Context: an optimization exercise on an open-source flow, tuned for small area. The choices shown serve that exercise and are no tape-out recipe. Only simulation tests tie the RTL to the original design; equivalence was not proved. Power and IR drop assume default switching activity. The flow treats the clock pin as an ideal source, which a real chip does not have.

## build 91
// regfile
module regfile(
input wire clk_i,
input wire rst_n_i,
input wire [4:0] rs1_addr_i,
input wire [4:0] rs2_addr_i,
input wire [4:0] rsd_addr_i,
input wire [31:0] rsd_i,
input wire rd_wren_i,
output reg [31:0] rs1_data_o,
output reg [31:0] rs2_data_o
    );
Size in the first run: roughly 110 I/O pins.
Settings: LEC_CHECK=0, CAP_MARGIN=0, CORE_MARGIN=2, CORE_UTILIZATION=45, PLACE_DENSITY=0.65, SLEW_MARGIN=0, SYNTH_HIERARCHICAL=1; clock period 5.0 ns.
standard.sh (not shown) runs the stock make flow with config.mk's settings and CLKGATE_MAP_FILE= SYNTH_SCRIPT=/design/flow/synth_recipe.tcl, a recipe that flattens the netlist after the stock synthesis.
==> flow/flow/run.sh <==
#!/bin/bash
# The standard ORFS layout (the standard.sh, standard synthesis unchanged) with two
# options changed through ORFS's own variables:
#  - clock tree synthesis without dummy loads, with the buffers and sink clusters set below;
#  - port buffers of cell buf_1 (every input and output port still gets its buffer).
set -euo pipefail
export CTS_ARGS="-sink_clustering_enable -repair_clock_nets -dont_use_dummy_load -buf_list sky130_fd_sc_hd__clkbuf_16 -root_buf sky130_fd_sc_hd__clkbuf_16 -tree_buf sky130_fd_sc_hd__clkbuf_16 -sink_clustering_buffer sky130_fd_sc_hd__clkbuf_16 -sink_clustering_size 32 -sink_clustering_max_diameter 90"
export BUFFER_PORTS_ARGS="-buffer_cell sky130_fd_sc_hd__buf_1"
bash standard.sh finish > flow_make.log 2>&1
Build 91 completed end to end with timing, DRC and antenna clean.
[inputs] build 34 vs build 91
-- flow/flow/run.sh --
<<< build 91, line 7
export CTS_ARGS="-sink_clustering_enable -repair_clock_nets -dont_use_dummy_load -buf_list sky130_fd_sc_hd__clkbuf_16 -root_buf sky130_fd_sc_hd__clkbuf_16 -tree_buf sky130_fd_sc_hd__clkbuf_16 -sink_clustering_buffer sky130_fd_sc_hd__clkbuf_16 -sink_clustering_size 32 -sink_clustering_max_diameter 90"
>>> build 34, line 7
export CTS_ARGS="-sink_clustering_enable -repair_clock_nets -dont_use_dummy_load -buf_list sky130_fd_sc_hd__clkbuf_16 -root_buf sky130_fd_sc_hd__clkbuf_16 -tree_buf sky130_fd_sc_hd__clkbuf_16 -sink_clustering_buffer sky130_fd_sc_hd__clkbuf_16 -sink_clustering_size 28 -sink_clustering_max_diameter 80"
-- flow/config.mk --
<<< build 91, line 10
export CORE_UTILIZATION = 45
export PLACE_DENSITY = 0.65
>>> build 34, line 10
export CORE_UTILIZATION = 40
export PLACE_DENSITY = 0.6
==> comparison <==
Total power: build 34 above build 91
Taking build 34 over build 91, the wire length ratio works out to 1.06.
Antenna diode count: build 91 vs build 34 identical
> inputs changed (build 34 -> build 5)
-- flow/flow/run.sh --
<<< build 34, line 7
export CTS_ARGS="-sink_clustering_enable -repair_clock_nets -dont_use_dummy_load -buf_list sky130_fd_sc_hd__clkbuf_16 -root_buf sky130_fd_sc_hd__clkbuf_16 -tree_buf sky130_fd_sc_hd__clkbuf_16 -sink_clustering_buffer sky130_fd_sc_hd__clkbuf_16 -sink_clustering_size 28 -sink_clustering_max_diameter 80"
>>> build 5, line 7
export CTS_ARGS="-sink_clustering_enable -repair_clock_nets -dont_use_dummy_load -buf_list sky130_fd_sc_hd__clkbuf_16 -root_buf sky130_fd_sc_hd__clkbuf_16 -tree_buf sky130_fd_sc_hd__clkbuf_16 -sink_clustering_buffer sky130_fd_sc_hd__clkbuf_16 -sink_clustering_size 32 -sink_clustering_max_diameter 90"
-- flow/config.mk --
<<< build 34, line 11
>>> build 5, line 11
export GPL_ROUTABILITY_DRIVEN = 0
## What came out
[build 5 vs build 34] share of layout cells above drive strength 1: lower in build 5
Taking build 34 over build 5, the clock-buffer cell count ratio works out to 1.14.
Worst slew margin relative to its limit on build 5 is down relative to build 34.
The global-route wire length before repair was comparable across build 5 and build 34.
Fraction of cell area in non-clock buffers essentially unchanged between build 34 and build 5.
Clock network fraction of total power delta for build 5 relative to build 34: 1.1 points lower
Build 5 vs build 34: setup slack after layout up in build 5
The inputs of build 62 differ from those of build 5 as listed below.
-- flow/flow/run.sh --
<<< build 5, line 7
export CTS_ARGS="-sink_clustering_enable -repair_clock_nets -dont_use_dummy_load -buf_list sky130_fd_sc_hd__clkbuf_16 -root_buf sky130_fd_sc_hd__clkbuf_16 -tree_buf sky130_fd_sc_hd__clkbuf_16 -sink_clustering_buffer sky130_fd_sc_hd__clkbuf_16 -sink_clustering_size 32 -sink_clustering_max_diameter 90"
>>> build 62, line 7
export CTS_ARGS="-sink_clustering_enable -repair_clock_nets -dont_use_dummy_load -buf_list {sky130_fd_sc_hd__clkbuf_8 sky130_fd_sc_hd__clkbuf_16} -root_buf sky130_fd_sc_hd__clkbuf_16 -tree_buf sky130_fd_sc_hd__clkbuf_16 -sink_clustering_buffer sky130_fd_sc_hd__clkbuf_8 -sink_clustering_size 16 -sink_clustering_max_diameter 80"
-- flow/config.mk --
<<< build 5, line 11
export GPL_ROUTABILITY_DRIVEN = 0
>>> build 62, line 11
[summary]
- Via total after detailed routing up 367 in build 62 wrt build 5
- There was hardly any difference in number of instances in the synthesized netlist between build 5 and build 62.
- In terms of standard-cell row count, build 62 and build 5 differ only marginally.
- Any difference in met1 layer usage reported by global route between build 62 and build 5 is small enough to ignore.
- Going from build 5 to build 62, the data arrival time of the critical path was found to have gone down by 0.06 ns.
- On combinational group power, build 5 and build 62 are basically level.
- Clock slew at the register clock pins of the worst setup and hold paths delta (build 62 -> build 5): insignificant
- Build 62 -> build 5: mean cell area of the mapped netlist delta 0, exact match

[afterwards: timing with drivers on the ports]
The results above use ideal ports. As a check the final layouts listed here were re-extracted and re-timed, cells and wires unchanged. Step 1 assumes that a clkbuf_16 drives the clock port and a buf_2 every other input. Step 2 also shifts input and output timing later by t, the mid clock arrival at the registers, as if the neighbouring blocks saw the same clock. Slacks: ideal / step 1 / step 2; pairs: ideal / step 1.
run | t (ns) | setup WS [ns] | worst slew at a driven data input, ns
build 91 | 0.691 | 1.157 / 1.157 / 0.971 | 0.07
build 34 | 0.700 | 1.240 / 1.285 / 0.585 | 0.04
build 5 | 0.707 | 1.255 / 1.299 / 0.592 | 0.04
build 62 | 0.680 | 1.303 / 1.344 / 0.663 | 0.04
After both steps every run listed still meets setup and hold. The setup slack of build 5, which loses most, moves by +0.044 ns with the drivers and by -0.663 ns with both steps.
